Source: an optimization exercise on an open RTL-to-GDS flow (aim: small area, a short achievable clock period and few clock cycles). Production flows keep margins and buffers that such runs may drop. At most, simulation tests tie the RTL to the original design; equivalence was not proved. Only the layout flow was run in run 2; the RTL was not checked for function there. The clock cells of runs 3 and 4 come from the design's own scripts or RTL, not from TritonCTS. The flow treats the clock pin as an ideal source. Dropping or thinning the clock tree relies on that and would not hold on a real chip. Power is estimated from default activity; no workload was simulated.

==> flow/design.v <==
`timescale 1ns / 1ns
module systol_new1(read_select, result, finish, start, read_data, clk, rst, we, ws);
input start, clk, rst;
input [7:0] read_data;
output [13:0] read_select;
output [7:0] result;
output finish;
output we;
output [13:0] ws;
localparam H  = 6;                
localparam D  = H + 2;            
localparam NS = 48 / H;           
localparam L  = 2 * D + 1;        
localparam [11:0] OFF_ROW0 = -12'd150;                        
localparam [11:0] OFF_ROW49 = 12'd50 * (D - 5) - 12'd1;       
localparam [11:0] OFF_SAME = -12'd201;                        
localparam [11:0] OFF_NEXT = 12'd50 * (D - 4) - 12'd2;        
localparam [11:0] OFF_XS = -12'd52;                           
localparam [11:0] OFF_SAME49 = -12'd201 + 12'd50 - 12'd50 * H;  
localparam [11:0] K_ROW = 12'd50;                             
localparam [11:0] K_COL = -12'd50 * (D - 1) + 12'd1;          
localparam [11:0] K_STRIP = -12'd99;                          
reg busy;
reg [2:0] k;                      
reg [5:0] c;                      
reg [2:0] s;                      
reg [11:0] ra;                    
reg [7:0] sr [0:L-1];
reg [9:0] h0, h1;
reg [11:0] u;
reg [7:0] result_r;
reg [11:0] ws_r;
reg we_r, finish_r;
reg last_k;                       
reg strip_end;                    
reg fin_q;                        
wire fin = fin_q;
wire [11:0] kra = !last_k ? K_ROW : strip_end ? K_STRIP : K_COL;
	wire ar_p0 = ra[0] ^ kra[0];
	wire ar_g0 = ra[0] & kra[0];
	wire ar_p1 = ra[1] ^ kra[1];
	wire ar_g1 = ra[1] & kra[1];
	wire ar_p2 = ra[2] ^ kra[2];
	wire ar_g2 = ra[2] & kra[2];
	wire ar_p3 = ra[3] ^ kra[3];
	wire ar_g3 = ra[3] & kra[3];
	wire ar_p4 = ra[4] ^ kra[4];
	wire ar_g4 = ra[4] & kra[4];
	wire ar_p5 = ra[5] ^ kra[5];
	wire ar_g5 = ra[5] & kra[5];
	wire ar_p6 = ra[6] ^ kra[6];
	wire ar_g6 = ra[6] & kra[6];
	wire ar_p7 = ra[7] ^ kra[7];
	wire ar_g7 = ra[7] & kra[7];
	wire ar_p8 = ra[8] ^ kra[8];
	wire ar_g8 = ra[8] & kra[8];
	wire ar_p9 = ra[9] ^ kra[9];
	wire ar_g9 = ra[9] & kra[9];
	wire ar_p10 = ra[10] ^ kra[10];
	wire ar_g10 = ra[10] & kra[10];
	wire ar_p11 = ra[11] ^ kra[11];
	wire ar_g11 = ra[11] & kra[11];
	wire ar_G0 = ar_g1 | (ar_p1 & ar_g0);
	wire ar_P0 = ar_p1 & ar_p0;
	wire ar_G1 = ar_g2 | (ar_p2 & ar_g1);
	wire ar_P1 = ar_p2 & ar_p1;
	wire ar_G2 = ar_g3 | (ar_p3 & ar_g2);
	wire ar_P2 = ar_p3 & ar_p2;
	wire ar_G3 = ar_g4 | (ar_p4 & ar_g3);
	wire ar_P3 = ar_p4 & ar_p3;
	wire ar_G4 = ar_g5 | (ar_p5 & ar_g4);
	wire ar_P4 = ar_p5 & ar_p4;
	wire ar_G5 = ar_g6 | (ar_p6 & ar_g5);
	wire ar_P5 = ar_p6 & ar_p5;
	wire ar_G6 = ar_g7 | (ar_p7 & ar_g6);
	wire ar_P6 = ar_p7 & ar_p6;
	wire ar_G7 = ar_g8 | (ar_p8 & ar_g7);
	wire ar_P7 = ar_p8 & ar_p7;
	wire ar_G8 = ar_g9 | (ar_p9 & ar_g8);
	wire ar_P8 = ar_p9 & ar_p8;
	wire ar_G9 = ar_g10 | (ar_p10 & ar_g9);
	wire ar_P9 = ar_p10 & ar_p9;
	wire ar_G10 = ar_g11 | (ar_p11 & ar_g10);
	wire ar_P10 = ar_p11 & ar_p10;
	wire ar_G11 = ar_G1 | (ar_P1 & ar_g0);
	wire ar_P11 = ar_P1 & ar_p0;
	wire ar_G12 = ar_G2 | (ar_P2 & ar_G0);
	wire ar_P12 = ar_P2 & ar_P0;
	wire ar_G13 = ar_G3 | (ar_P3 & ar_G1);
	wire ar_P13 = ar_P3 & ar_P1;
	wire ar_G14 = ar_G4 | (ar_P4 & ar_G2);
	wire ar_P14 = ar_P4 & ar_P2;
	wire ar_G15 = ar_G5 | (ar_P5 & ar_G3);
	wire ar_P15 = ar_P5 & ar_P3;
	wire ar_G16 = ar_G6 | (ar_P6 & ar_G4);
	wire ar_P16 = ar_P6 & ar_P4;
	wire ar_G17 = ar_G7 | (ar_P7 & ar_G5);
	wire ar_P17 = ar_P7 & ar_P5;
	wire ar_G18 = ar_G8 | (ar_P8 & ar_G6);
	wire ar_P18 = ar_P8 & ar_P6;
	wire ar_G19 = ar_G9 | (ar_P9 & ar_G7);
	wire ar_P19 = ar_P9 & ar_P7;
	wire ar_G20 = ar_G10 | (ar_P10 & ar_G8);
	wire ar_P20 = ar_P10 & ar_P8;
	wire ar_G21 = ar_G13 | (ar_P13 & ar_g0);
	wire ar_P21 = ar_P13 & ar_p0;
	wire ar_G22 = ar_G14 | (ar_P14 & ar_G0);
	wire ar_P22 = ar_P14 & ar_P0;
	wire ar_G23 = ar_G15 | (ar_P15 & ar_G11);
	wire ar_P23 = ar_P15 & ar_P11;
	wire ar_G24 = ar_G16 | (ar_P16 & ar_G12);
	wire ar_P24 = ar_P16 & ar_P12;
	wire ar_G25 = ar_G17 | (ar_P17 & ar_G13);
	wire ar_P25 = ar_P17 & ar_P13;
	wire ar_G26 = ar_G18 | (ar_P18 & ar_G14);
	wire ar_P26 = ar_P18 & ar_P14;
	wire ar_G27 = ar_G19 | (ar_P19 & ar_G15);
	wire ar_P27 = ar_P19 & ar_P15;
	wire ar_G28 = ar_G20 | (ar_P20 & ar_G16);
	wire ar_P28 = ar_P20 & ar_P16;
	wire ar_G29 = ar_G25 | (ar_P25 & ar_g0);
	wire ar_P29 = ar_P25 & ar_p0;
	wire ar_G30 = ar_G26 | (ar_P26 & ar_G0);
	wire ar_P30 = ar_P26 & ar_P0;
	wire ar_G31 = ar_G27 | (ar_P27 & ar_G11);
	wire ar_P31 = ar_P27 & ar_P11;
	wire ar_G32 = ar_G28 | (ar_P28 & ar_G12);
	wire ar_P32 = ar_P28 & ar_P12;
	wire [11:0] ra_sum;
	assign ra_sum[0] = ar_p0;
	assign ra_sum[1] = ar_p1 ^ ar_g0;
	assign ra_sum[2] = ar_p2 ^ ar_G0;
	assign ra_sum[3] = ar_p3 ^ ar_G11;
	assign ra_sum[4] = ar_p4 ^ ar_G12;
	assign ra_sum[5] = ar_p5 ^ ar_G21;
	assign ra_sum[6] = ar_p6 ^ ar_G22;
	assign ra_sum[7] = ar_p7 ^ ar_G23;
	assign ra_sum[8] = ar_p8 ^ ar_G24;
	assign ra_sum[9] = ar_p9 ^ ar_G29;
	assign ra_sum[10] = ar_p10 ^ ar_G30;
	assign ra_sum[11] = ar_p11 ^ ar_G31;
wire run = (busy || start) && !fin;
wire [2:0] k_adv = last_k ? 3'd0 : k + 1'b1;
wire [5:0] c_adv = !last_k ? c : strip_end ? 6'd0 : c + 1'b1;
wire [2:0] s_adv = strip_end ? s + 1'b1 : s;
wire busy_nx = run;
wire [2:0] k_nx = run ? k_adv : 3'd0;
wire [5:0] c_nx = run ? c_adv : 6'd0;
wire [2:0] s_nx = run ? s_adv : 3'd0;
wire [11:0] ra_nx = run ? ra_sum : 12'd0;
always @(posedge clk)
begin
	if (rst)
	begin
		busy <= 0;
		k <= 0;
		c <= 0;
		s <= 0;
		ra <= 0;
	end
	else
	begin
		busy <= busy_nx;
		k <= k_nx;
		c <= c_nx;
		s <= s_nx;
		ra <= ra_nx;
	end
end
wire same_col = (k_adv >= 3'd5);
wire nc0 = (c_adv == 6'd0);
wire nc1 = (c_adv == 6'd1);
wire ns0 = (s_adv == 3'd0);
wire cx0  = same_col ? nc0 : nc1;
wire cx1  = same_col ? nc1 : (c_adv == 6'd2);
wire cx50 = same_col ? (c_adv == 6'd50) : (c_adv == 6'd51);
wire slot_a = (k_adv == 3'd3);
wire slot_b = (k_adv == 3'd4);
wire wr_a = slot_a && ns0 && (c_adv <= 6'd49);
wire wr_b = slot_b && (s_adv == NS - 1) && !nc0 && (c_adv <= 6'd50);
wire wr_i = !slot_a && !slot_b && (same_col ? !(nc0 && ns0) : !(ns0 && (nc0 || nc1)));
reg wen_q;
reg [1:0] rsel_q;                 
reg [2:0] osel_q;
always @(posedge clk)
begin
	if (rst)
	begin
		wen_q <= 0;
		fin_q <= 0;
		last_k <= 0;
		strip_end <= 0;
	end
	else
	begin
		wen_q <= busy && !fin && (wr_a || wr_b || wr_i);
		fin_q <= busy && !fin && (k_adv == 3'd2) && (c_adv == 6'd51);
		last_k <= run && (k_adv == D - 1);
		strip_end <= run && (k_adv == D - 1) && (c_adv == 6'd49) && (s_adv != NS - 1);
	end
	rsel_q <= slot_a ? 2'd1 : slot_b ? 2'd2 : (cx0 | cx1 | cx50) ? 2'd3 : 2'd0;
	osel_q <= slot_a ? 3'd0 : slot_b ? 3'd1 :
	          same_col ? (cx0 ? 3'd2 : 3'd3) :
	          nc0 ? 3'd4 : cx0 ? 3'd4 : 3'd5;
end
reg [11:0] off;
always @*
	case (osel_q)
	3'd0: off = OFF_ROW0;
	3'd1: off = OFF_ROW49;
	3'd2: off = OFF_SAME49;
	3'd3: off = OFF_SAME;
	3'd4: off = OFF_XS;
	default: off = OFF_NEXT;
	endcase
	wire aw_p0 = ra[0] ^ off[0];
	wire aw_g0 = ra[0] & off[0];
	wire aw_p1 = ra[1] ^ off[1];
	wire aw_g1 = ra[1] & off[1];
	wire aw_p2 = ra[2] ^ off[2];
	wire aw_g2 = ra[2] & off[2];
	wire aw_p3 = ra[3] ^ off[3];
	wire aw_g3 = ra[3] & off[3];
	wire aw_p4 = ra[4] ^ off[4];
	wire aw_g4 = ra[4] & off[4];
	wire aw_p5 = ra[5] ^ off[5];
	wire aw_g5 = ra[5] & off[5];
	wire aw_p6 = ra[6] ^ off[6];
	wire aw_g6 = ra[6] & off[6];
	wire aw_p7 = ra[7] ^ off[7];
	wire aw_g7 = ra[7] & off[7];
	wire aw_p8 = ra[8] ^ off[8];
	wire aw_g8 = ra[8] & off[8];
	wire aw_p9 = ra[9] ^ off[9];
	wire aw_g9 = ra[9] & off[9];
	wire aw_p10 = ra[10] ^ off[10];
	wire aw_g10 = ra[10] & off[10];
	wire aw_p11 = ra[11] ^ off[11];
	wire aw_g11 = ra[11] & off[11];
	wire aw_G0 = aw_g1 | (aw_p1 & aw_g0);
	wire aw_P0 = aw_p1 & aw_p0;
	wire aw_G1 = aw_g2 | (aw_p2 & aw_g1);
	wire aw_P1 = aw_p2 & aw_p1;
	wire aw_G2 = aw_g3 | (aw_p3 & aw_g2);
	wire aw_P2 = aw_p3 & aw_p2;
	wire aw_G3 = aw_g4 | (aw_p4 & aw_g3);
	wire aw_P3 = aw_p4 & aw_p3;
	wire aw_G4 = aw_g5 | (aw_p5 & aw_g4);
	wire aw_P4 = aw_p5 & aw_p4;
	wire aw_G5 = aw_g6 | (aw_p6 & aw_g5);
	wire aw_P5 = aw_p6 & aw_p5;
	wire aw_G6 = aw_g7 | (aw_p7 & aw_g6);
	wire aw_P6 = aw_p7 & aw_p6;
	wire aw_G7 = aw_g8 | (aw_p8 & aw_g7);
	wire aw_P7 = aw_p8 & aw_p7;
	wire aw_G8 = aw_g9 | (aw_p9 & aw_g8);
	wire aw_P8 = aw_p9 & aw_p8;
	wire aw_G9 = aw_g10 | (aw_p10 & aw_g9);
	wire aw_P9 = aw_p10 & aw_p9;
	wire aw_G10 = aw_g11 | (aw_p11 & aw_g10);
	wire aw_P10 = aw_p11 & aw_p10;
	wire aw_G11 = aw_G1 | (aw_P1 & aw_g0);
	wire aw_P11 = aw_P1 & aw_p0;
	wire aw_G12 = aw_G2 | (aw_P2 & aw_G0);
	wire aw_P12 = aw_P2 & aw_P0;
	wire aw_G13 = aw_G3 | (aw_P3 & aw_G1);
	wire aw_P13 = aw_P3 & aw_P1;
	wire aw_G14 = aw_G4 | (aw_P4 & aw_G2);
	wire aw_P14 = aw_P4 & aw_P2;
	wire aw_G15 = aw_G5 | (aw_P5 & aw_G3);
	wire aw_P15 = aw_P5 & aw_P3;
	wire aw_G16 = aw_G6 | (aw_P6 & aw_G4);
	wire aw_P16 = aw_P6 & aw_P4;
	wire aw_G17 = aw_G7 | (aw_P7 & aw_G5);
	wire aw_P17 = aw_P7 & aw_P5;
	wire aw_G18 = aw_G8 | (aw_P8 & aw_G6);
	wire aw_P18 = aw_P8 & aw_P6;
	wire aw_G19 = aw_G9 | (aw_P9 & aw_G7);
	wire aw_P19 = aw_P9 & aw_P7;
	wire aw_G20 = aw_G10 | (aw_P10 & aw_G8);
	wire aw_P20 = aw_P10 & aw_P8;
	wire aw_G21 = aw_G13 | (aw_P13 & aw_g0);
	wire aw_P21 = aw_P13 & aw_p0;
	wire aw_G22 = aw_G14 | (aw_P14 & aw_G0);
	wire aw_P22 = aw_P14 & aw_P0;
	wire aw_G23 = aw_G15 | (aw_P15 & aw_G11);
	wire aw_P23 = aw_P15 & aw_P11;
	wire aw_G24 = aw_G16 | (aw_P16 & aw_G12);
	wire aw_P24 = aw_P16 & aw_P12;
	wire aw_G25 = aw_G17 | (aw_P17 & aw_G13);
	wire aw_P25 = aw_P17 & aw_P13;
	wire aw_G26 = aw_G18 | (aw_P18 & aw_G14);
	wire aw_P26 = aw_P18 & aw_P14;
	wire aw_G27 = aw_G19 | (aw_P19 & aw_G15);
	wire aw_P27 = aw_P19 & aw_P15;
	wire aw_G28 = aw_G20 | (aw_P20 & aw_G16);
	wire aw_P28 = aw_P20 & aw_P16;
	wire aw_G29 = aw_G25 | (aw_P25 & aw_g0);
	wire aw_P29 = aw_P25 & aw_p0;
	wire aw_G30 = aw_G26 | (aw_P26 & aw_G0);
	wire aw_P30 = aw_P26 & aw_P0;
	wire aw_G31 = aw_G27 | (aw_P27 & aw_G11);
	wire aw_P31 = aw_P27 & aw_P11;
	wire aw_G32 = aw_G28 | (aw_P28 & aw_G12);
	wire aw_P32 = aw_P28 & aw_P12;
	wire [11:0] ws_sum;
	assign ws_sum[0] = aw_p0;
	assign ws_sum[1] = aw_p1 ^ aw_g0;
	assign ws_sum[2] = aw_p2 ^ aw_G0;
	assign ws_sum[3] = aw_p3 ^ aw_G11;
	assign ws_sum[4] = aw_p4 ^ aw_G12;
	assign ws_sum[5] = aw_p5 ^ aw_G21;
	assign ws_sum[6] = aw_p6 ^ aw_G22;
	assign ws_sum[7] = aw_p7 ^ aw_G23;
	assign ws_sum[8] = aw_p8 ^ aw_G24;
	assign ws_sum[9] = aw_p9 ^ aw_G29;
	assign ws_sum[10] = aw_p10 ^ aw_G30;
	assign ws_sum[11] = aw_p11 ^ aw_G31;
wire [7:0] hp = sr[0];
wire [7:0] hq = sr[D];
wire [7:0] hr = sr[2*D];
wire [8:0] hs = {hq[7], hp[7:1] ^ hq[6:0] ^ hr[7:1], hp[0] ^ hr[0]};
wire [7:0] hc = {(hp[7:1] & hq[6:0]) | (hp[7:1] & hr[7:1]) | (hq[6:0] & hr[7:1]), hp[0] & hr[0]};
	wire ah_p0 = hs[0] ^ 1'b0;
	wire ah_g0 = hs[0] & 1'b0;
	wire ah_p1 = hs[1] ^ hc[0];
	wire ah_g1 = hs[1] & hc[0];
	wire ah_p2 = hs[2] ^ hc[1];
	wire ah_g2 = hs[2] & hc[1];
	wire ah_p3 = hs[3] ^ hc[2];
	wire ah_g3 = hs[3] & hc[2];
	wire ah_p4 = hs[4] ^ hc[3];
	wire ah_g4 = hs[4] & hc[3];
	wire ah_p5 = hs[5] ^ hc[4];
	wire ah_g5 = hs[5] & hc[4];
	wire ah_p6 = hs[6] ^ hc[5];
	wire ah_g6 = hs[6] & hc[5];
	wire ah_p7 = hs[7] ^ hc[6];
	wire ah_g7 = hs[7] & hc[6];
	wire ah_p8 = hs[8] ^ hc[7];
	wire ah_g8 = hs[8] & hc[7];
	wire ah_p9 = 1'b0 ^ 1'b0;
	wire ah_g9 = 1'b0 & 1'b0;
	wire ah_G0 = ah_g1 | (ah_p1 & ah_g0);
	wire ah_P0 = ah_p1 & ah_p0;
	wire ah_G1 = ah_g3 | (ah_p3 & ah_g2);
	wire ah_P1 = ah_p3 & ah_p2;
	wire ah_G2 = ah_g5 | (ah_p5 & ah_g4);
	wire ah_P2 = ah_p5 & ah_p4;
	wire ah_G3 = ah_g7 | (ah_p7 & ah_g6);
	wire ah_P3 = ah_p7 & ah_p6;
	wire ah_G4 = ah_g9 | (ah_p9 & ah_g8);
	wire ah_P4 = ah_p9 & ah_p8;
	wire ah_G5 = ah_G1 | (ah_P1 & ah_G0);
	wire ah_P5 = ah_P1 & ah_P0;
	wire ah_G6 = ah_G3 | (ah_P3 & ah_G2);
	wire ah_P6 = ah_P3 & ah_P2;
	wire ah_G7 = ah_G6 | (ah_P6 & ah_G5);
	wire ah_P7 = ah_P6 & ah_P5;
	wire ah_G8 = ah_G2 | (ah_P2 & ah_G5);
	wire ah_P8 = ah_P2 & ah_P5;
	wire ah_G9 = ah_G4 | (ah_P4 & ah_G7);
	wire ah_P9 = ah_P4 & ah_P7;
	wire ah_G10 = ah_g2 | (ah_p2 & ah_G0);
	wire ah_P10 = ah_p2 & ah_P0;
	wire ah_G11 = ah_g4 | (ah_p4 & ah_G5);
	wire ah_P11 = ah_p4 & ah_P5;
	wire ah_G12 = ah_g6 | (ah_p6 & ah_G8);
	wire ah_P12 = ah_p6 & ah_P8;
	wire ah_G13 = ah_g8 | (ah_p8 & ah_G7);
	wire ah_P13 = ah_p8 & ah_P7;
	wire [9:0] h_sum;
	assign h_sum[0] = ah_p0;
	assign h_sum[1] = ah_p1 ^ ah_g0;
	assign h_sum[2] = ah_p2 ^ ah_G0;
	assign h_sum[3] = ah_p3 ^ ah_G10;
	assign h_sum[4] = ah_p4 ^ ah_G5;
	assign h_sum[5] = ah_p5 ^ ah_G11;
	assign h_sum[6] = ah_p6 ^ ah_G8;
	assign h_sum[7] = ah_p7 ^ ah_G12;
	assign h_sum[8] = ah_p8 ^ ah_G7;
	assign h_sum[9] = ah_p9 ^ ah_G13;
	wire au_p0 = h1[0] ^ 1'b0;
	wire au_g0 = h1[0] & 1'b0;
	wire au_p1 = h1[1] ^ h0[0];
	wire au_g1 = h1[1] & h0[0];
	wire au_p2 = h1[2] ^ h0[1];
	wire au_g2 = h1[2] & h0[1];
	wire au_p3 = h1[3] ^ h0[2];
	wire au_g3 = h1[3] & h0[2];
	wire au_p4 = h1[4] ^ h0[3];
	wire au_g4 = h1[4] & h0[3];
	wire au_p5 = h1[5] ^ h0[4];
	wire au_g5 = h1[5] & h0[4];
	wire au_p6 = h1[6] ^ h0[5];
	wire au_g6 = h1[6] & h0[5];
	wire au_p7 = h1[7] ^ h0[6];
	wire au_g7 = h1[7] & h0[6];
	wire au_p8 = h1[8] ^ h0[7];
	wire au_g8 = h1[8] & h0[7];
	wire au_p9 = h1[9] ^ h0[8];
	wire au_g9 = h1[9] & h0[8];
	wire au_p10 = 1'b0 ^ h0[9];
	wire au_g10 = 1'b0 & h0[9];
	wire au_p11 = 1'b0 ^ 1'b0;
	wire au_g11 = 1'b0 & 1'b0;
	wire au_G0 = au_g1 | (au_p1 & au_g0);
	wire au_P0 = au_p1 & au_p0;
	wire au_G1 = au_g3 | (au_p3 & au_g2);
	wire au_P1 = au_p3 & au_p2;
	wire au_G2 = au_g5 | (au_p5 & au_g4);
	wire au_P2 = au_p5 & au_p4;
	wire au_G3 = au_g7 | (au_p7 & au_g6);
	wire au_P3 = au_p7 & au_p6;
	wire au_G4 = au_g9 | (au_p9 & au_g8);
	wire au_P4 = au_p9 & au_p8;
	wire au_G5 = au_g11 | (au_p11 & au_g10);
	wire au_P5 = au_p11 & au_p10;
	wire au_G6 = au_G1 | (au_P1 & au_G0);
	wire au_P6 = au_P1 & au_P0;
	wire au_G7 = au_G3 | (au_P3 & au_G2);
	wire au_P7 = au_P3 & au_P2;
	wire au_G8 = au_G5 | (au_P5 & au_G4);
	wire au_P8 = au_P5 & au_P4;
	wire au_G9 = au_G7 | (au_P7 & au_G6);
	wire au_P9 = au_P7 & au_P6;
	wire au_G10 = au_G8 | (au_P8 & au_G9);
	wire au_P10 = au_P8 & au_P9;
	wire au_G11 = au_G2 | (au_P2 & au_G6);
	wire au_P11 = au_P2 & au_P6;
	wire au_G12 = au_G4 | (au_P4 & au_G9);
	wire au_P12 = au_P4 & au_P9;
	wire au_G13 = au_g2 | (au_p2 & au_G0);
	wire au_P13 = au_p2 & au_P0;
	wire au_G14 = au_g4 | (au_p4 & au_G6);
	wire au_P14 = au_p4 & au_P6;
	wire au_G15 = au_g6 | (au_p6 & au_G11);
	wire au_P15 = au_p6 & au_P11;
	wire au_G16 = au_g8 | (au_p8 & au_G9);
	wire au_P16 = au_p8 & au_P9;
	wire au_G17 = au_g10 | (au_p10 & au_G12);
	wire au_P17 = au_p10 & au_P12;
	wire [11:0] u_sum;
	assign u_sum[0] = au_p0;
	assign u_sum[1] = au_p1 ^ au_g0;
	assign u_sum[2] = au_p2 ^ au_G0;
	assign u_sum[3] = au_p3 ^ au_G13;
	assign u_sum[4] = au_p4 ^ au_G6;
	assign u_sum[5] = au_p5 ^ au_G14;
	assign u_sum[6] = au_p6 ^ au_G11;
	assign u_sum[7] = au_p7 ^ au_G15;
	assign u_sum[8] = au_p8 ^ au_G9;
	assign u_sum[9] = au_p9 ^ au_G16;
	assign u_sum[10] = au_p10 ^ au_G12;
	assign u_sum[11] = au_p11 ^ au_G17;
	wire av_p0 = u[0] ^ h0[0];
	wire av_g0 = u[0] & h0[0];
	wire av_p1 = u[1] ^ h0[1];
	wire av_g1 = u[1] & h0[1];
	wire av_p2 = u[2] ^ h0[2];
	wire av_g2 = u[2] & h0[2];
	wire av_p3 = u[3] ^ h0[3];
	wire av_g3 = u[3] & h0[3];
	wire av_p4 = u[4] ^ h0[4];
	wire av_g4 = u[4] & h0[4];
	wire av_p5 = u[5] ^ h0[5];
	wire av_g5 = u[5] & h0[5];
	wire av_p6 = u[6] ^ h0[6];
	wire av_g6 = u[6] & h0[6];
	wire av_p7 = u[7] ^ h0[7];
	wire av_g7 = u[7] & h0[7];
	wire av_p8 = u[8] ^ h0[8];
	wire av_g8 = u[8] & h0[8];
	wire av_p9 = u[9] ^ h0[9];
	wire av_g9 = u[9] & h0[9];
	wire av_p10 = u[10] ^ 1'b0;
	wire av_g10 = u[10] & 1'b0;
	wire av_p11 = u[11] ^ 1'b0;
	wire av_g11 = u[11] & 1'b0;
	wire av_G0 = av_g1 | (av_p1 & av_g0);
	wire av_P0 = av_p1 & av_p0;
	wire av_G1 = av_g3 | (av_p3 & av_g2);
	wire av_P1 = av_p3 & av_p2;
	wire av_G2 = av_g5 | (av_p5 & av_g4);
	wire av_P2 = av_p5 & av_p4;
	wire av_G3 = av_g7 | (av_p7 & av_g6);
	wire av_P3 = av_p7 & av_p6;
	wire av_G4 = av_g9 | (av_p9 & av_g8);
	wire av_P4 = av_p9 & av_p8;
	wire av_G5 = av_g11 | (av_p11 & av_g10);
	wire av_P5 = av_p11 & av_p10;
	wire av_G6 = av_G1 | (av_P1 & av_G0);
	wire av_P6 = av_P1 & av_P0;
	wire av_G7 = av_G3 | (av_P3 & av_G2);
	wire av_P7 = av_P3 & av_P2;
	wire av_G8 = av_G5 | (av_P5 & av_G4);
	wire av_P8 = av_P5 & av_P4;
	wire av_G9 = av_G7 | (av_P7 & av_G6);
	wire av_P9 = av_P7 & av_P6;
	wire av_G10 = av_G8 | (av_P8 & av_G9);
	wire av_P10 = av_P8 & av_P9;
	wire av_G11 = av_G2 | (av_P2 & av_G6);
	wire av_P11 = av_P2 & av_P6;
	wire av_G12 = av_G4 | (av_P4 & av_G9);
	wire av_P12 = av_P4 & av_P9;
	wire av_G13 = av_g2 | (av_p2 & av_G0);
	wire av_P13 = av_p2 & av_P0;
	wire av_G14 = av_g4 | (av_p4 & av_G6);
	wire av_P14 = av_p4 & av_P6;
	wire av_G15 = av_g6 | (av_p6 & av_G11);
	wire av_P15 = av_p6 & av_P11;
	wire av_G16 = av_g8 | (av_p8 & av_G9);
	wire av_P16 = av_p8 & av_P9;
	wire av_G17 = av_g10 | (av_p10 & av_G12);
	wire av_P17 = av_p10 & av_P12;
	wire [11:0] vsum;
	assign vsum[0] = av_p0;
	assign vsum[1] = av_p1 ^ av_g0;
	assign vsum[2] = av_p2 ^ av_G0;
	assign vsum[3] = av_p3 ^ av_G13;
	assign vsum[4] = av_p4 ^ av_G6;
	assign vsum[5] = av_p5 ^ av_G14;
	assign vsum[6] = av_p6 ^ av_G11;
	assign vsum[7] = av_p7 ^ av_G15;
	assign vsum[8] = av_p8 ^ av_G9;
	assign vsum[9] = av_p9 ^ av_G16;
	assign vsum[10] = av_p10 ^ av_G12;
	assign vsum[11] = av_p11 ^ av_G17;
wire [7:0] pix = (rsel_q == 2'd1) ? sr[1] : (rsel_q == 2'd2) ? sr[3] : sr[D+2];
integer i;
always @(posedge clk)
begin
	sr[0] <= read_data;
	for (i = 1; i < L; i = i + 1)
		sr[i] <= sr[i-1];
	h0 <= h_sum;
	h1 <= h0;
	u <= u_sum;
end
always @(posedge clk)
begin
	if (rst)
	begin
		we_r <= 0;
		finish_r <= 0;
	end
	else
	begin
		we_r <= wen_q;
		finish_r <= fin_q;
	end
	ws_r <= ws_sum;
	result_r <= (rsel_q == 2'd0) ? vsum[11:4] : pix;
end
assign read_select = {2'b00, ra};
assign result = result_r;
assign ws = {2'b00, ws_r};
assign we = we_r;
assign finish = finish_r;
endmodule
==> flow/flow/run.sh <==
#!/bin/bash
# Layout flow: the standard flow (standard synthesis unchanged), with
#  - port buffers made from buf_1 cells instead of the default delay buffers,
#  - clock tree from clkbuf_8 in clusters of up to 20 sinks, without
#    dummy loads.
# Each tool's full output stays in the ORFS logs folder; the make output is
# kept in flow_make.log here.
set -euo pipefail
bash standard.sh \
  "BUFFER_PORTS_ARGS=-buffer_cell sky130_fd_sc_hd__buf_1" \
  "CTS_ARGS=-sink_clustering_enable -repair_clock_nets -buf_list sky130_fd_sc_hd__clkbuf_8 -sink_clustering_size 20 -sink_clustering_max_diameter 300 -dont_use_dummy_load" \
  finish > flow_make.log 2>&1
==> flow/standard.sh <==
#!/bin/bash
# synth_recipe.tcl (not shown) runs the flow's synth.tcl, then flattens the netlist and writes it again
# the make line also repeats each setting of config.mk as NAME=value (left out here)
make -C /OpenROAD-flow-scripts/flow DESIGN_CONFIG=/design/flow/config.mk WORK_HOME=/design/flow/orfs CLKGATE_MAP_FILE= SYNTH_SCRIPT=/design/flow/synth_recipe.tcl "${@:-finish}"
==> flow/config.mk <==
export PLATFORM = sky130hd
export DESIGN_NAME = systol_new1
export DESIGN_NICKNAME = systol_new1
export VERILOG_FILES = /design/flow/design.v
export SDC_FILE = /design/flow/constraint.sdc
export NUM_CORES = 4
export LEC_CHECK = 0
export CAP_MARGIN = 20
export CORE_MARGIN = 2
export CORE_UTILIZATION = 40
export PLACE_DENSITY = 0.8
export SETUP_SLACK_MARGIN = 4.4
export SLEW_MARGIN = 20
==> flow/constraint.sdc <==
create_clock -name core_clock -period 7.0 [get_ports {clk}]
set_input_delay 1.4000 -clock core_clock [delete_from_list [all_inputs] [get_ports {clk}]]
set_output_delay 1.4000 -clock core_clock [all_outputs]
set_load 0.01 [all_outputs]
==> run notes, run 1 <==
* CP Cell Sequence: buf_1
* Layout area overhead at 9.67%
* #FFs+latches synth at 224
* Die Area at 0.0199 mm^2
* Compound-Gate Fraction of Synth Area at 0.0806
* H-tree lvl count at 1
* Finished Layout Cells at 893
* Synth cell count leaders: dfxtp_1 (224), ha_1 (52), nor2_1 (35)
* Max Buffers Root-to-Sink at 3
* CTS Root Cell: clkbuf_8
* Library cells used by synthesis at 53
* CP endpoint kind: output pin
* Prevailing post-synth register cell: dfxtp_1
* Worst setup path category: reg2out
* Congestion Overflow GR at 0
* Sequential element share of the synthesized area at 0.598
* Setup Skew at about 0.09 ns
* Dpl cells at 875
* Reg2reg setup slack at 4.52 ns
* Share of layout cells above drive strength 1 at 0.0880
* Power per Cell Area at ~340 mW/mm^2
* Vias/cell at 4.88
* CTS tree: done
* Critical Path AT at 1.09 ns
* DR WL/cell at 14.0 um
* Ys async rst share at 0
* I/O pins at 49
* Flop pwr share at 0.550
* Power share of the combinational group at 0.252
* Final wirelength at 12.5 mm
* Hold Crit Class: reg2reg
* DR iter-0 viols at 201
* Initial Utilization at 0.404
* Clock transition at path regs at between 0.1 and 0.15 ns
* Largest delay share family, worst path: flip-flops
* Synthesized instance count at 606
* Via count at 4362
* Yosys top cell area share at 0.598
* Switching share of power at 0.286
* GRT Overall Usage at 0.129
* Relative slew slack at 0.521
* Largest net degree at the start of global routing at 25
* Synth Area in Adders at 0.140
* Drt drc at 0
* Vias in the first global route at 4315
* Most common cell in the netlist: dfxtp_1
* Synth area leaders: dfxtp_1 (60%), ha_1 (8.7%), fa_1 (5.3%)
* Status: timing/DRC/antenna clean
* Setup-failing EPs final at 0
* Final Hold Fails at 0
* Largest family of logic cells by synthesized area: adder cells
* Simple-Gate Fraction of Synth Area at 0.0891
* Port buffer count at 44
* Critical Path Fanout Max at 3
* Crit-path slowest cell: dfxtp_1
* CP Buf/Inv Count at 1
* Number of synthesized flops with an enable pin at 0
* GP Congestion at 0.858
* Row cnt at 50
* Die H at approximately 140 um
* Cell-internal power at roughly 2.0 mW
* RSZ-0062 raised after global routing: true
* CTS buffer count at 15
* Synthesized-area fraction occupied by xor and xnor cells at 0.0409
* Post-route ant nets at 0
* Final Slew Violations at 0
* Total power at 2.82 mW
* CP peak stage delay at 0.44 ns
* First-pass GRT wire length at 21.0 mm
* Area of the mapped netlist at 0.00750 mm^2
* Die X at 141 um
* Psw at 805 uW
* Syn avg cell area at 12.4 um^2
* N_diodes at 0
* Core Region at 0.0186 mm^2
* Max Cap Viol at 0
* Post-synthesis mux area share at 0.0255
* Number of iterations in the first detailed-routing pass at 4
* Initial antenna violation count at 0
* Synth area leader: dfxtp_1
* Yosys warns at 2
* Fmax at 0.402 GHz
* Clock power share at 0.198
* Worst-Margin Slew at 0.719 ns
* Tcrit/Tclk final at 0.356
* Clock latency at the later pin of the worst-skew pair at 0.50 ns
* WP data required at roughly 5.6 ns
* Dpl hpwl at 8.75 mm
* TNS Setup at 0 ns
* CP Launch Type: flop
* Sink Count at 224
* Final net count at 744
* Static leakage at 3.44 nW
* Min Clock Period, post-route at between 2 and 2.5 ns
* Max VDD drop at ~0.00013 V
-- path summary, 6_finish.rpt --
kind,from,end,cells after the start
max,ra[11],read_select[11],1
min,sr[14][3],sr[15][3],0
max reg2reg,sr[16][2],h0[8],9
min reg2reg,sr[14][3],sr[15][3],0
-- registers in the layout, indices dropped and copies added (netlist names) --
register / count
busy: 1
ra: 12
osel_q: 3
h1: 10
wen_q: 1
rsel_q: 2
we_r: 1
k: 3
s: 3
last_k: 1
u: 12
h0: 10
c: 6
fin_q: 1
finish_r: 1
sr: 136
strip_end: 1
result_r: 8
ws_r: 12
-- final cells by class --
cell class	instances	area [um^2]
inverters	30	113
flip-flops and latches	224	4500
fillers	1668	10400
clock buffers	15	206
repair buffers	48	195
well taps	234	293
multi-input cells	342	2920
-- stage by stage --
stage / area [um^2] / worst slack, ns / util / hold WS (ns)
2_1_floorplan: 7510 / 4.50 / - / 0.310
4_1_cts: 8140 / 4.40 / 0.438 / 0.319
3_3_place_gp: 7900 / 4.20 / 0.425 / 0.310
5_1_grt: 8230 / 4.37 / 0.443 / 0.330
6_report: 8230 / 4.51 / 0.443 / 0.329
3_5_place_dp: 7900 / 4.17 / 0.425 / 0.312
-- cell usage in the layout (no fill, tap or decap), types with 3 or more instances in the layout --
| master | Yosys | routed |
|---|---|---|
| a211oi_1 | 4 | 3 |
| a21o_1 | 13 | 13 |
| a21oi_1 | 23 | 21 |
| a22oi_1 | 3 | 3 |
| a31o_2 | 4 | 3 |
| a41oi_1 | 4 | 4 |
| and2_1 | 5 | 5 |
| and3_1 | 5 | 5 |
| buf_1 | 0 | 44 |
| buf_4 | 6 | 3 |
| clkbuf_8 | 0 | 15 |
| conb_1 | 1 | 4 |
| dfxtp_1 | 224 | 216 |
| dfxtp_2 | 0 | 6 |
| fa_1 | 20 | 19 |
| ha_1 | 52 | 49 |
| inv_1 | 30 | 30 |
| mux4_2 | 8 | 8 |
| nand2_1 | 18 | 18 |
| nand2b_1 | 4 | 4 |
| nand3_1 | 9 | 9 |
| nor2_1 | 35 | 35 |
| nor2b_1 | 7 | 7 |
| nor3_1 | 20 | 19 |
| nor4_1 | 7 | 5 |
| o21a_1 | 4 | 4 |
| o21ai_0 | 17 | 15 |
| o21ai_1 | 2 | 3 |
| o21bai_1 | 4 | 4 |
| o311ai_0 | 3 | 3 |
| or2_2 | 4 | 4 |
| xnor2_1 | 17 | 17 |
| xor2_1 | 18 | 18 |
-- power by group through the flow --
stage               sequential [mW]  clock, mW  combinational, mW
floorplan                      1.57          0              0.486
global placement               1.57          0              0.628
detailed placement             1.58          0              0.655
CTS                            1.55      0.581              0.700
global route                   1.57      0.632              0.802
finish                         1.55      0.557              0.710
-- cell families (layout without fill, tap and decap cells) --
kind of cell,after synthesis,in the layout
fa+ha+maj,72,72
flops,224,224
buf+inv,43,93
other cells,1,4
xor+xnor,35,35
compound gates,92,92
simple gates,130,130
mux,9,9
-- repair_timing --
| action | 4_1_cts | 5_1_grt |
|---|---|---|
| setup endpoints to repair | 12 | 16 |
| cloned | 0 | 0 |
| resized for setup | 9 | 18 |
| setup buffers | 1 | 2 |
| pin swaps | 4 | 7 |
| hold buffers | 0 | 0 |
-- routing by layer --
layer | wire length, um | up-vias | GRT usage
met1 | 5770 | 2081 | 0.175
met3 | 578 | 21 | 0.0231
met2 | 5960 | 83 | 0.215
li1 | - | 2177 | -
met5 | 0 | - | 0
met4 | 197 | 0 | 0.0326
Testbench counts, summed over its fixed seeds: cycles 77,088.
==> inputs of run 2 (changes only) <==
--- a/flow/design.v
+++ b/flow/design.v
@@ -11,8 +11,8 @@
 localparam D  = H + 2;            
 localparam NS = 48 / H;           
 localparam L  = 2 * D + 1;        
-localparam [11:0] OFF_ROW0 = -12'd150;                        
-localparam [11:0] OFF_ROW49 = 12'd50 * (D - 5) - 12'd1;       
+localparam [11:0] OFF_ROW0 = -12'd200;                        
+localparam [11:0] OFF_ROW49 = 12'd50 * (D - 4) - 12'd1;       
 localparam [11:0] OFF_SAME = -12'd201;                        
 localparam [11:0] OFF_NEXT = 12'd50 * (D - 4) - 12'd2;        
 localparam [11:0] OFF_XS = -12'd52;                           
@@ -174,10 +174,10 @@
 wire cx0  = same_col ? nc0 : nc1;
 wire cx1  = same_col ? nc1 : (c_adv == 6'd2);
 wire cx50 = same_col ? (c_adv == 6'd50) : (c_adv == 6'd51);
-wire slot_a = (k_adv == 3'd3);
-wire slot_b = (k_adv == 3'd4);
-wire wr_a = slot_a && ns0 && (c_adv <= 6'd49);
-wire wr_b = slot_b && (s_adv == NS - 1) && !nc0 && (c_adv <= 6'd50);
+wire slot_a = (k_adv == 3'd4);   
+wire slot_b = (k_adv == 3'd3);   
+wire wr_a = slot_a && ns0;
+wire wr_b = slot_b && (s_adv == NS - 1) && !nc0;
 wire wr_i = !slot_a && !slot_b && (same_col ? !(nc0 && ns0) : !(ns0 && (nc0 || nc1)));
 reg wen_q;
 reg [1:0] rsel_q;                 
@@ -198,7 +198,7 @@
 		last_k <= run && (k_adv == D - 1);
 		strip_end <= run && (k_adv == D - 1) && (c_adv == 6'd49) && (s_adv != NS - 1);
 	end
-	rsel_q <= slot_a ? 2'd1 : slot_b ? 2'd2 : (cx0 | cx1 | cx50) ? 2'd3 : 2'd0;
+	rsel_q <= (slot_a | slot_b) ? 2'd1 : (cx0 | cx1 | cx50) ? 2'd3 : 2'd0;
 	osel_q <= slot_a ? 3'd0 : slot_b ? 3'd1 :
 	          same_col ? (cx0 ? 3'd2 : 3'd3) :
 	          nc0 ? 3'd4 : cx0 ? 3'd4 : 3'd5;
@@ -526,7 +526,7 @@
 	assign vsum[9] = av_p9 ^ av_G16;
 	assign vsum[10] = av_p10 ^ av_G12;
 	assign vsum[11] = av_p11 ^ av_G17;
-wire [7:0] pix = (rsel_q == 2'd1) ? sr[1] : (rsel_q == 2'd2) ? sr[3] : sr[D+2];
+wire [7:0] pix = rsel_q[1] ? sr[D+2] : sr[2];
 integer i;
 always @(posedge clk)
 begin
--- a/flow/config.mk
+++ b/flow/config.mk
@@ -8,6 +8,5 @@
 export CAP_MARGIN = 20
 export CORE_MARGIN = 2
 export CORE_UTILIZATION = 40
-export PLACE_DENSITY = 0.8
 export SETUP_SLACK_MARGIN = 4.4
 export SLEW_MARGIN = 20
==> run notes, run 2 <==
* Tcrit/Tclk final at 0.364
* Setup Skew at 0.0971 ns
* CP Buf/Inv Count at 0
* Clock transition at path regs at 0.12 ns
* Final wirelength at 13.0 mm
* Synth area leader: dfxtp_1
* #FFs+latches synth at 224
* Yosys top cell area share at 0.593
* Crit-path slowest cell: o41ai_1
* Die X at 141 um
* RSZ-0062 raised after global routing: true
* Row cnt at 50
* Synthesized instance count at 630
* Sequential element share of the synthesized area at 0.593
* Prevailing post-synth register cell: dfxtp_1
* Library cells used by synthesis at 66
* GRT Overall Usage at 0.131
* GP Congestion at 0.833
* Synth area leaders: dfxtp_1 (59%), ha_1 (8.3%), fa_1 (5.3%)
* Final Slew Violations at 0
* Min Clock Period, post-route at 2.55 ns
* Area of the mapped netlist at roughly 0.0076 mm^2
* Number of synthesized flops with an enable pin at 0
* Congestion Overflow GR at 0
* Register bank with the most flops: sr
* Post-route ant nets at 0
* WP data required at ~7.4 ns
* CTS Root Cell: clkbuf_8
* Finished Layout Cells at 913
* Placed cell areas at 0.00794 mm^2
* Final net count at 762
* Sink Count at between 200 and 250
* Max Cap Viol at 0
* Commonest cells after routing, fill and taps aside: dfxtp_1 (218), ha_1 (50), buf_1 (44), nor2_1 (32), nand2_1 (27)
* Fmax at 0.392 GHz
* Initial Utilization at 0.405
* Power per Cell Area at 350 mW/mm^2
* CP endpoint kind: flop
* Yosys warns at 2
* Share of layout cells above drive strength 1 at 0.0677
* Final Hold Fails at 0
* CTS buffer count at 15
* Commonest non-fill, non-tap cell in the layout: dfxtp_1
* Post-CTS Hold Fix Bufs at 0
* Worst-Margin Slew at about 0.61 ns
* Number of iterations in the first detailed-routing pass at 5
* Layout area overhead at 8.53%
* Vias in the first global route at 4467
* I/O pins at 49
* Drt drc at 0
* Vias/cell at between 4 and 5
* Via count at 4460
* Max VDD drop at about 0.00014 V
* Final Util at 0.440
* Design Area, Final at 0.00820 mm^2
* H-tree lvl count at 1
* Largest net degree at the start of global routing at 25
* CP Cell Sequence: nor2b_2 > or2_2 > ha_1 > nand2_1 > o41ai_1 > a311oi_1 > o21bai_1 > xor2_1
* Port buffer count at 44
* Final worst setup slack at 4.45 ns
* First-pass GRT wire length at ~21 mm
* DR WL/cell at 14.2 um
* TNS Setup at 0 ns
* Worst setup path category: reg2reg
* Most common cell in the netlist: dfxtp_1
* DR iter-0 viols at 186
* Synth cell count leaders: dfxtp_1 (224), ha_1 (50), nor2_1 (32)
* Critical Path Fanout Max at 7
* Dpl cells at between 800 and 900
* Static leakage at 3.36 nW
* Ys async rst share at 0
* Min Hold Slack at between 0.3 and 0.4 ns
* Max Buffers Root-to-Sink at 3
* Die H at ~140 um
* Setup-failing EPs final at 0
* Clock latency at the later pin of the worst-skew pair at 0.51 ns
* Max FFs per register at approximately 140
* Syn avg cell area at 12.0 um^2
* Status: timing/DRC/antenna clean
* Critical Path AT at around 3.0 ns
* Largest delay share family, worst path: compound AO/OA/AOI/OAI gates
* CP peak stage delay at 0.49 ns
* Relative slew slack at 0.595
* N_diodes at 0
* Initial antenna violation count at 0
* Core Region at roughly 0.019 mm^2
* Hold Crit Class: reg2reg
* CTS tree: done
* CP Launch Type: flop
* Die Area at around 0.020 mm^2
* Total power at 2.87 mW
* Dpl hpwl at a little over 9 mm
* Pre-CTS WS at 4.21 ns
[run 2: worst paths after layout]
path / from / end / slack, ns / cells past startpoint
worst max-delay path: osel_q[1] / ws_r[9] / 4.45 / 8
worst min-delay path: sr[15][7] / sr[16][7] / 0.30 / 0
worst max register to register: osel_q[1] / ws_r[9] / 4.45 / 8
worst min register to register: sr[15][7] / sr[16][7] / 0.30 / 0
[run 2: area by class of cell]
cell class                 count  area (um^2)
sequential                   224         4490
fill                        1729        10400
clock buffer                  15          206
inverter                      25         93.8
multi-input combinational    368         2930
timing repair buffer          47          188
tap                          234          293
[run 2: worst register-to-register path, stage by stage (launching register included)]
cell      delay (ns)
dfxtp_1         0.48
nor2b_2         0.11
or2_2           0.32
ha_1            0.41
nand2_1         0.12
o41ai_1         0.49
a311oi_1        0.12
o21bai_1        0.19
xor2_1          0.23
[run 2: per-layer routing]
metal  vias up  global-route usage  share of wire
li1       2260                   -              -
met1      2119               0.173           0.49
met2        57               0.218           0.46
met3        24              0.0243          0.032
met4         0              0.0416          0.025
met5         -                   0              0
[run 2: repair_timing]
| action | 4_1_cts | 5_1_grt |
|---|---|---|
| cloned | 0 | 0 |
| setup endpoints to repair | 10 | 11 |
| gates resized for setup | 6 | 11 |
| buffers inserted | 0 | 2 |
| pin swaps | 0 | 4 |
[run 2: logic make-up after synthesis]
logic type,after synthesis,synth area share
AOI/OAI and AO/OA,116,0.105
xor gates and xnor gates,29,0.0346
adders and majority gates,70,0.136
buffers and inverters,41,0.0247
DFF,224,0.593
muxes,7,0.00960
other,1,0.000496
and+or+nand+nor,142,0.0963
[run 2: power by group]
group	switching (mW)	total (mW)	internal (mW)
clock network	0.361	0.556	0.195
registers	0.102	1.57	1.46
logic	0.407	0.752	0.345
==> inputs of run 3 (changes only) <==
--- a/flow/design.v
+++ b/flow/design.v
@@ -11,8 +11,8 @@
 localparam D  = H + 2;            
 localparam NS = 48 / H;           
 localparam L  = 2 * D + 1;        
-localparam [11:0] OFF_ROW0 = -12'd200;                        
-localparam [11:0] OFF_ROW49 = 12'd50 * (D - 4) - 12'd1;       
+localparam [11:0] OFF_ROW0 = -12'd150;                        
+localparam [11:0] OFF_ROW49 = 12'd50 * (D - 5) - 12'd1;       
 localparam [11:0] OFF_SAME = -12'd201;                        
 localparam [11:0] OFF_NEXT = 12'd50 * (D - 4) - 12'd2;        
 localparam [11:0] OFF_XS = -12'd52;                           
@@ -174,10 +174,10 @@
 wire cx0  = same_col ? nc0 : nc1;
 wire cx1  = same_col ? nc1 : (c_adv == 6'd2);
 wire cx50 = same_col ? (c_adv == 6'd50) : (c_adv == 6'd51);
-wire slot_a = (k_adv == 3'd4);   
-wire slot_b = (k_adv == 3'd3);   
-wire wr_a = slot_a && ns0;
-wire wr_b = slot_b && (s_adv == NS - 1) && !nc0;
+wire slot_a = (k_adv == 3'd3);
+wire slot_b = (k_adv == 3'd4);
+wire wr_a = slot_a && ns0 && (c_adv <= 6'd49);
+wire wr_b = slot_b && (s_adv == NS - 1) && !nc0 && (c_adv <= 6'd50);
 wire wr_i = !slot_a && !slot_b && (same_col ? !(nc0 && ns0) : !(ns0 && (nc0 || nc1)));
 reg wen_q;
 reg [1:0] rsel_q;                 
@@ -198,7 +198,7 @@
 		last_k <= run && (k_adv == D - 1);
 		strip_end <= run && (k_adv == D - 1) && (c_adv == 6'd49) && (s_adv != NS - 1);
 	end
-	rsel_q <= (slot_a | slot_b) ? 2'd1 : (cx0 | cx1 | cx50) ? 2'd3 : 2'd0;
+	rsel_q <= slot_a ? 2'd1 : slot_b ? 2'd2 : (cx0 | cx1 | cx50) ? 2'd3 : 2'd0;
 	osel_q <= slot_a ? 3'd0 : slot_b ? 3'd1 :
 	          same_col ? (cx0 ? 3'd2 : 3'd3) :
 	          nc0 ? 3'd4 : cx0 ? 3'd4 : 3'd5;
@@ -526,7 +526,7 @@
 	assign vsum[9] = av_p9 ^ av_G16;
 	assign vsum[10] = av_p10 ^ av_G12;
 	assign vsum[11] = av_p11 ^ av_G17;
-wire [7:0] pix = rsel_q[1] ? sr[D+2] : sr[2];
+wire [7:0] pix = (rsel_q == 2'd1) ? sr[1] : (rsel_q == 2'd2) ? sr[3] : sr[D+2];
 integer i;
 always @(posedge clk)
 begin
==> flow/flow/run.sh (replaced) <==
#!/bin/bash
# Layout flow: the standard flow (standard synthesis unchanged), with
#  - port buffers made from buf_1 cells instead of the default delay buffers,
#  - the clock tree rebuilt after CTS (flow/manual_cts.tcl, run as ORFS's
#    POST_CTS_TCL hook) as two balanced levels: the clock port drives four
#    clkbuf_16, each driving three clkbuf_8 leaf buffers, each driving a
#    compact group of flip-flops.
# Each tool's full output stays in the ORFS logs folder; the make output is
# kept in flow_make.log here.
set -euo pipefail
bash standard.sh \
  "BUFFER_PORTS_ARGS=-buffer_cell sky130_fd_sc_hd__buf_1" \
  "CTS_ARGS=-sink_clustering_enable -repair_clock_nets -buf_list sky130_fd_sc_hd__clkbuf_16 -sink_clustering_size 28 -sink_clustering_max_diameter 300 -dont_use_dummy_load" \
  "POST_CTS_TCL=$(pwd)/flow/manual_cts.tcl" \
  finish > flow_make.log 2>&1
==> flow/flow/manual_cts.tcl (new file) <==
# Two-level clock tree: the clock port drives NTOP clkbuf_16 buffers; each
# drives the leaf clkbuf buffers of its region; each leaf buffer drives a
# compact group of flip-flops.  Groups come from balanced k-means on the
# flip-flop positions; buffers sit at their group's centroid.
proc kmeans_groups { pts nb } {
  # pts: list of {id x y}; returns list of groups (lists of indices) and centres
  set n [llength $pts]
  set xs {}; set ys {}
  foreach s $pts { lappend xs [lindex $s 1]; lappend ys [lindex $s 2] }
  set xs [lsort -integer $xs]; set ys [lsort -integer $ys]
  set g [expr {int(ceil(sqrt($nb)))}]
  set gy [expr {int(ceil(double($nb) / $g))}]
  set cx {}; set cy {}
  for {set i 0} {$i < $nb} {incr i} {
    set ix [expr {$i % $g}]; set iy [expr {$i / $g}]
    lappend cx [lindex $xs [expr {int(($ix + 0.5) * $n / $g)}]]
    lappend cy [lindex $ys [expr {min($n - 1, int(($iy + 0.5) * $n / $gy))}]]
  }
  set cap [expr {int(ceil(double($n) / $nb))}]
  for {set round 0} {$round < 12} {incr round} {
    set pairs {}
    for {set i 0} {$i < $n} {incr i} {
      set s [lindex $pts $i]
      for {set c 0} {$c < $nb} {incr c} {
        set d [expr {abs([lindex $s 1] - [lindex $cx $c]) + abs([lindex $s 2] - [lindex $cy $c])}]
        lappend pairs [list $d $i $c]
      }
    }
    set pairs [lsort -integer -index 0 $pairs]
    array unset asg; array unset cnt
    for {set c 0} {$c < $nb} {incr c} { set cnt($c) 0; set sx($c) 0; set sy($c) 0 }
    foreach p $pairs {
      lassign $p d i c
      if {[info exists asg($i)] || $cnt($c) >= $cap} continue
      set asg($i) $c; incr cnt($c)
    }
    for {set i 0} {$i < $n} {incr i} {
      set c $asg($i); set s [lindex $pts $i]
      set sx($c) [expr {$sx($c) + [lindex $s 1]}]; set sy($c) [expr {$sy($c) + [lindex $s 2]}]
    }
    set ncx {}; set ncy {}
    for {set c 0} {$c < $nb} {incr c} {
      lappend ncx [expr {$cnt($c) ? $sx($c) / $cnt($c) : [lindex $cx $c]}]
      lappend ncy [expr {$cnt($c) ? $sy($c) / $cnt($c) : [lindex $cy $c]}]
    }
    set cx $ncx; set cy $ncy
  }
  set groups {}
  for {set c 0} {$c < $nb} {incr c} { set grp($c) {} }
  for {set i 0} {$i < $n} {incr i} { lappend grp($asg($i)) $i }
  for {set c 0} {$c < $nb} {incr c} { lappend groups [list $grp($c) [lindex $cx $c] [lindex $cy $c]] }
  return $groups
}

proc add_buf { block master name in_net x y } {
  set inst [odb::dbInst_create $block $master $name]
  set net [odb::dbNet_create $block "${name}_net"]
  $net setSigType CLOCK
  [$inst findITerm A] connect $in_net
  [$inst findITerm X] connect $net
  $inst setLocation [expr {int($x)}] [expr {int($y)}]
  $inst setPlacementStatus PLACED
  return $net
}

proc manual_clock_tree2 { ntop nleaf leafcell } {
  set block [ord::get_db_block]
  set clk_net [$block findNet clk]
  set topm [[ord::get_db] findMaster sky130_fd_sc_hd__clkbuf_16]
  set leafm [[ord::get_db] findMaster $leafcell]
  set pts {}
  set its {}
  set i 0
  foreach it [$clk_net getITerms] {
    lassign [[$it getInst] getLocation] x y
    lappend pts [list $i $x $y]; lappend its $it; incr i
  }
  # leaf groups
  set leaves [kmeans_groups $pts $nleaf]
  set lpts {}
  set li 0
  foreach l $leaves { lappend lpts [list $li [lindex $l 1] [lindex $l 2]]; incr li }
  set tops [kmeans_groups $lpts $ntop]
  set ti 0
  foreach t $tops {
    lassign $t members tx ty
    set tnet [add_buf $block $topm "clkbuf_top_$ti" $clk_net $tx $ty]
    foreach m $members {
      lassign [lindex $leaves $m] sinks lx ly
      set lnet [add_buf $block $leafm "clkbuf_leaf_$m" $tnet $lx $ly]
      foreach s $sinks {
        set it [lindex $its $s]
        $it disconnect
        $it connect $lnet
      }
      puts "manual clock tree: top $ti leaf $m drives [llength $sinks] sinks"
    }
    incr ti
  }
}

# ---- replace the tree clock_tree_synthesis built ----
proc rebuild_clock_tree { ntop nleaf leafcell } {
  set block [ord::get_db_block]
  set clk_net [$block findNet clk]
  # walk the clock network from the port, collecting buffers and sinks
  set bufs {}
  set sinks {}
  set todo [list $clk_net]
  while {[llength $todo]} {
    set net [lindex $todo 0]; set todo [lrange $todo 1 end]
    foreach it [$net getITerms] {
      if {![$it isInputSignal]} continue
      set inst [$it getInst]
      set m [[$inst getMaster] getName]
      if {[string match "sky130_fd_sc_hd__clkbuf_*" $m]} {
        lappend bufs $inst
        lappend todo [[$inst findITerm X] getNet]
      } else {
        lappend sinks $it
      }
    }
  }
  puts "rebuild_clock_tree: removing [llength $bufs] clock buffers, [llength $sinks] sinks"
  foreach it $sinks { $it disconnect; $it connect $clk_net }
  foreach inst $bufs {
    set onet [[$inst findITerm X] getNet]
    odb::dbInst_destroy $inst
    if {$onet ne "NULL" && $onet ne ""} { odb::dbNet_destroy $onet }
  }
  manual_clock_tree2 $ntop $nleaf $leafcell
}
rebuild_clock_tree 4 12 sky130_fd_sc_hd__clkbuf_8
detailed_placement
check_placement -verbose
estimate_parasitics -placement
report_clock_skew
==> run notes, run 3 <==
* Status: timing/DRC/antenna clean
* Yosys warns at 2
* Setup-failing EPs final at 0
* GP Congestion at 0.870
* CP Launch Type: flop
* Final net count at 745
* WP data required at 7.17 ns
* Design Area, Final at approximately 0.0083 mm^2
* Synth area leader: dfxtp_1
* Critical Path Fanout Max at 2
* Area of the multi-input gates at approximately 0.0029 mm^2
* Port buffer count at 44
* Switching share of power at 0.275
* Final Slew Violations at 0
* Synth area leaders: dfxtp_1 (60%), ha_1 (8.7%), fa_1 (5.3%)
* Max Cap Viol at 0
* Ys async rst share at 0
* Max VDD drop at 0.000153 V
* First-pass GRT wire length at 20.8 mm
* Flop pwr share at 0.542
* Final worst setup slack at 4.51 ns
* Psw at 786 uW
* Yosys top cell area share at 0.598
* GRT Max-Usage Layer: met2
* CP endpoint kind: flop
* I/O pins at 49
* N_diodes at 0
* Clock power share at 0.214
* Min Clock Period, post-route at 2.49 ns
* Row cnt at 50
* Cell-internal power at approximately 2.1 mW
* Via count at ~4300
* Tcrit/Tclk final at 0.355
* Fmax at 0.402 GHz
* Congestion Overflow GR at 0
* Number of iterations in the first detailed-routing pass at 4
* Static leakage at roughly 3.5 nW
* Relative slew slack at 0.520
* Number of synthesized flops with an enable pin at 0
* Finished Layout Cells at 894
* RSZ-0062 raised after global routing: true
* Register area at between 0.004 and 0.005 mm^2
* Layout area overhead at 10.7%
* Initial Utilization at 0.404
* Vias in the first global route at between 4000 and 5000
* Sink Count at 224
* Library cells used by synthesis at 53
* Syn avg cell area at about 12 um^2
* Most common cell in the netlist: dfxtp_1
* Power share of the combinational group at 0.244
* Synth cell count leaders: dfxtp_1 (224), ha_1 (52), nor2_1 (35)
* Area of the mapped netlist at 0.00750 mm^2
* Final Util at 0.447
* #FFs+latches synth at 224
* Placed cell areas at 0.00790 mm^2
* GR Util met3 at 0.0313
* Worst setup path category: reg2reg
* TNS Setup at 0 ns
* Die X at 141 um
* Drt drc at 0
* Dpl hpwl at 9.02 mm
* Met1 Track Usage GR at 0.173
* Power per Cell Area at ~340 mW/mm^2
* Prevailing post-synth register cell: dfxtp_1
* Clock latency at the later pin of the worst-skew pair at 0.31 ns
* Initial antenna violation count at 0
* Largest net degree at the start of global routing at 25
* M2 GR Usage at 0.212
* Synthesized instance count at 606
* Sequential element share of the synthesized area at 0.598
* Max FFs per register at between 100 and 150
* GRT Overall Usage at 0.130
* Vias/cell at approximately 4.9
* Post-route ant nets at 0
* Dpl cells at 875
* Setup Skew at 0.0343 ns
* Final Hold Fails at 0
* Commonest cells after routing, fill and taps aside: dfxtp_1 (216), ha_1 (49), buf_1 (44), nor2_1 (35), inv_1 (30)
* Critical Path AT at 2.65 ns
* Die Area at 0.0199 mm^2
* Final wirelength at between 10 and 15 mm
* Core Region at 0.0186 mm^2
* DR WL/cell at roughly 14 um
* DR iter-0 viols at 155
* Register bank with the most flops: sr
* Clock transition at path regs at 0.12 ns
* Worst-Margin Slew at roughly 0.7 ns
* Hold Crit Class: reg2reg
* Die H at 141 um
* Fillers at roughly 1700
* Share of layout cells above drive strength 1 at 0.0909
* Commonest non-fill, non-tap cell in the layout: dfxtp_1
* Pre-CTS WS at 4.14 ns
-- run 3: cell count changes after synthesis, moves of 6 or more --
cell,before,now
a211oi_1,10,4
inv_1,23,30
mux4_2,0,8
nand2_1,27,18
nand2b_1,10,4
xor2_1,11,18
-- run 3: metal layers --
layer / vias up / share of wire / wire [um]
li1: 2177 / - / -
met1: 2058 / 0.47 / 5940
met2: 83 / 0.47 / 5920
met3: 21 / 0.042 / 538
met4: 0 / 0.021 / 261
met5: - / 0 / 0
-- run 3: final cells by class --
type / instances / share of cell area
timing repair buffer: 48 / 0.0240
inverter: 30 / 0.0136
sequential: 224 / 0.542
buffer: 16 / 0.0319
multi-input combinational: 342 / 0.354
tap: 234 / 0.0353
-- run 3: cells by family after synthesis --
family          share of synthesized area
buf+inv                            0.0257
compound gates                     0.0806
other cells                      0.000500
mux                                0.0255
simple gates                       0.0891
fa+ha+maj                           0.140
xor+xnor                           0.0409
flops                               0.598
-- run 3: worst paths after layout --
check	slack, ns	from	end	cells past startpoint
worst max register to register	4.51	h0[1]	result_r[7]	10
worst min-delay path	0.30	sr[9][1]	sr[10][1]	0
worst max-delay path	4.51	h0[1]	result_r[7]	10
worst min register to register	0.30	sr[9][1]	sr[10][1]	0
-- run 3: worst max-delay path: stages (launching register included) --
cell and delay, ns:
dfxtp_2 0.38, ha_4 0.20, a31o_4 0.22, a21oi_4 0.16
o21ai_2 0.09, nor4_2 0.17, nor3_2 0.11, a31o_2 0.28
ha_4 0.16, xor2_1 0.15, mux4_2 0.44
-- run 3: per-stage QoR --
stage	hold slack, ns	total power, mW
after floorplan	0.310	2.05
after global placement	0.310	2.21
after detailed placement	0.312	2.23
after global routing	0.310	3.05
final	0.304	2.86
-- run 3: power groups by stage --
stage                     logic [mW]  clock network [mW]  registers [mW]
final                          0.697               0.612            1.55
after global routing           0.795               0.685            1.57
after detailed placement       0.656                   0            1.58
after global placement         0.637                   0            1.57
after floorplan                0.486                   0            1.57
Testbench counts of run 3, summed over its fixed seeds: cycles 77,088.
==> inputs of run 4 (changes only) <==
--- a/flow/config.mk
+++ b/flow/config.mk
@@ -8,5 +8,5 @@
 export CAP_MARGIN = 20
 export CORE_MARGIN = 2
 export CORE_UTILIZATION = 40
-export SETUP_SLACK_MARGIN = 4.4
+export SETUP_SLACK_MARGIN = 4.6
 export SLEW_MARGIN = 20
==> run notes, run 4 <==
* Fillers at 1669
* Design Area, Final at approximately 0.0086 mm^2
* Clock latency at the later pin of the worst-skew pair at 0.31 ns
* Reg2reg setup slack at 4.47 ns
* Port buffer count at 44
* Number of iterations in the first detailed-routing pass at 4
* Critical Path AT at 2.69 ns
* Max Cap Viol at 0
* Largest net degree at the start of global routing at 24
* Sequential element share of the synthesized area at 0.598
* Worst hold path startpoint: sr[12][4]
* Vias/cell at 4.85
* Vias in the first global route at approximately 4400
* Prevailing post-synth register cell: dfxtp_1
* Final Slew Violations at 0
* Drt drc at 0
* Register bank with the most flops: sr
* CP Launch Type: flop
* Yosys warns at 2
* Initial Utilization at 0.404
* N_diodes at 0
* Most common cell in the netlist: dfxtp_1
* Synth cell count leaders: dfxtp_1 (224), ha_1 (52), nor2_1 (35)
* Tcrit/Tclk final at 0.361
* Final wirelength at approximately 13 mm
* Commonest cells after routing, fill and taps aside: dfxtp_1 (201), ha_1 (47), nor2_1 (32), buf_1 (30), inv_1 (28)
* First-pass GRT wire length at 21.3 mm
* Dpl hpwl at about 9.2 mm
* Ys async rst share at 0
* CP endpoint kind: flop
* Worst-Margin Slew at roughly 0.65 ns
* Synthesized-area fraction occupied by xor and xnor cells at 0.0409
* Die Area at roughly 0.02 mm^2
* Library cells used by synthesis at 53
* Synthesized instance count at 606
* Hold Crit Class: reg2reg
* Final net count at about 760
* Setup Skew at 0.0345 ns
* DR iter-0 viols at 160
* Setup-failing EPs final at 0
* #FFs+latches synth at 224
* Status: timing/DRC/antenna clean
* Fmax at 0.395 GHz
* Number of synthesized flops with an enable pin at 0
* WP data required at between 7 and 8 ns
* Worst hold stages at 0
* GP Congestion at 0.849
* Initial antenna violation count at 0
* Die X at approximately 140 um
* Worst setup path category: reg2reg
* Placed cell areas at 0.00791 mm^2
* RSZ-0062 raised after global routing: true
* Die H at 141 um
* Post-synthesis mux area share at 0.0255
* Row cnt at 50
* Post-route ant nets at 0
* Power per Cell Area at 338 mW/mm^2
* Static leakage at about 3.6 nW
* Core Region at 0.0186 mm^2
* Share of layout cells above drive strength 1 at 0.196
* Relative slew slack at 0.564
* R2r endpoint: result_r[7]
* Clock transition at path regs at between 0.1 and 0.15 ns
* Critical Path Fanout Max at 2
* Compound-Gate Fraction of Synth Area at 0.0806
* TNS Setup at 0 ns
* Worst R2R Start: u[1]
* Synth Area in Adders at 0.140
* I/O pins at roughly 50
* Synth area leaders: dfxtp_1 (60%), ha_1 (8.7%), fa_1 (5.3%)
* Syn avg cell area at about 12 um^2
* Sink Count at approximately 220
* Max VDD drop at roughly 0.00012 V
* Yosys top cell area share at 0.598
* R2R cell count at 10
* Via count at approximately 4400
* Final Hold Fails at 0
* GRT Overall Usage at 0.133
* Min Clock Period, post-route at approximately 2.5 ns
* WHS Endpoint: sr[13][4]
* Synth area leader: dfxtp_1
* DR WL/cell at 14.5 um
* Max FFs per register at approximately 140
* Commonest non-fill, non-tap cell in the layout: dfxtp_1
* Area of the mapped netlist at between 0.007 and 0.008 mm^2
* Congestion Overflow GR at 0
* Layout area overhead at 15.2%
* Largest family of logic cells by synthesized area: adder cells
* Simple-Gate Fraction of Synth Area at 0.0891
[run 4: changes by cell type in the layout (fill, tap and decap cells not counted), moves of 6 or more]
cell     before  now
buf_1        44   30
buf_2         0   14
dfxtp_2       6   15
buf_4         3   21
dfxtp_4       2    8
dfxtp_1     216  201
[run 4: worst max-delay path, cell delays in order, from the launching register on]
cell     delay [ns]
dfxtp_2        0.35
ha_4           0.23
a31o_4         0.24
a21oi_4        0.13
o21ai_2        0.08
nor4_2         0.25
nor3_2         0.09
a31o_2         0.26
ha_4           0.16
xor2_2         0.14
mux4_2         0.45
[run 4: logic make-up after synthesis]
| family | after synthesis |
|---|---|
| simple gates | 130 |
| mux | 9 |
| fa+ha+maj | 72 |
| xor+xnor | 35 |
| flops | 224 |
| compound gates | 92 |
| buf+inv | 43 |
| other cells | 1 |
[run 4: cell type report]
cell class | instances | area (um^2) | area share
multi-input cells | 342 | 3090 | 0.358
plain buffers | 16 | 265 | 0.0307
flip-flops and latches | 224 | 4530 | 0.525
repair buffers | 65 | 340 | 0.0394
well taps | 234 | 293 | 0.0339
inverters | 30 | 115 | 0.0133
[run 4: stage by stage]
stage                     hold WS, ns  power, mW  setup WS, ns  std cells  utilization
after global routing            0.331       3.11          4.36        911        0.465
after detailed placement        0.312       2.27          4.16        875        0.426
final                           0.323       2.92          4.47        911        0.465
after floorplan                 0.310       2.06          4.55        609            -
after global placement          0.310       2.23          4.22        875        0.426
[run 4: worst max-delay path by stage]
stage | from | end | slack, ns | depth (start not counted)
after global placement | last_k | ra[10] | 4.22 | 8
final | u[1] | result_r[7] | 4.47 | 10
after global routing | u[1] | result_r[7] | 4.36 | 10
after floorplan | h0[1] | result_r[7] | 4.55 | 10
after detailed placement | last_k | ra[10] | 4.16 | 8
[run 4: layer usage]
| layer | wire length, um | track usage |
|---|---|---|
| met2 | 6300 | 0.216 |
| met4 | 318 | 0.0426 |
| met5 | 0 | 0 |
| met3 | 496 | 0.0353 |
| met1 | 6120 | 0.174 |
[run 4: power breakdown]
part	switching (mW)	internal [mW]	leakage (nW)
sequential	0.101	1.45	1.89
clock	0.350	0.259	0.136
combinational	0.365	0.395	1.63
total	0.815	2.10	3.65

==> static timing again, ports no longer ideal <==
The flow's constraints put no driver on any port. The routed layouts listed below were extracted and timed again, unchanged, in two steps. Step 1 (the two cells are an assumption about what drives the block):
set clk [get_ports {clk}]
set_driving_cell -lib_cell sky130_fd_sc_hd__clkbuf_16 $clk
set_driving_cell -lib_cell sky130_fd_sc_hd__buf_2 [delete_from_list [all_inputs] $clk]
Step 2, shift: input delay + t, output delay - t, t = (earliest + latest rising clock arrival at the registers) / 2. This alone moves slack from input paths to output paths. Three values: ideal ports, drivers, drivers and shift; two values: the first two.
| run | t (ns) | setup slack, ns | hold slack, ns | slew at the worst register clock pin (ns) | worst slew at a driven data input, ns |
|---|---|---|---|---|---|
| run 1 | 0.488 | 4.509 / 4.472 / 4.191 | 0.329 / 0.329 / 0.329 | 0.12 / 0.12 | 0.03 |
| run 2 | 0.504 | 4.450 / 4.446 / 4.133 | 0.301 / 0.301 / 0.301 | 0.12 / 0.12 | 0.04 |
| run 3 | 0.383 | 4.513 / 4.495 / 4.264 | 0.304 / 0.304 / 0.304 | 0.12 / 0.12 | 0.03 |
| run 4 | 0.381 | 4.471 / 4.471 / 4.422 | 0.323 / 0.323 / 0.323 | 0.12 / 0.12 | 0.06 |
After both steps setup and hold are still met in every run listed. The setup slack of run 1, which loses most, moves by -0.037 ns with the drivers and by -0.318 ns with both steps.
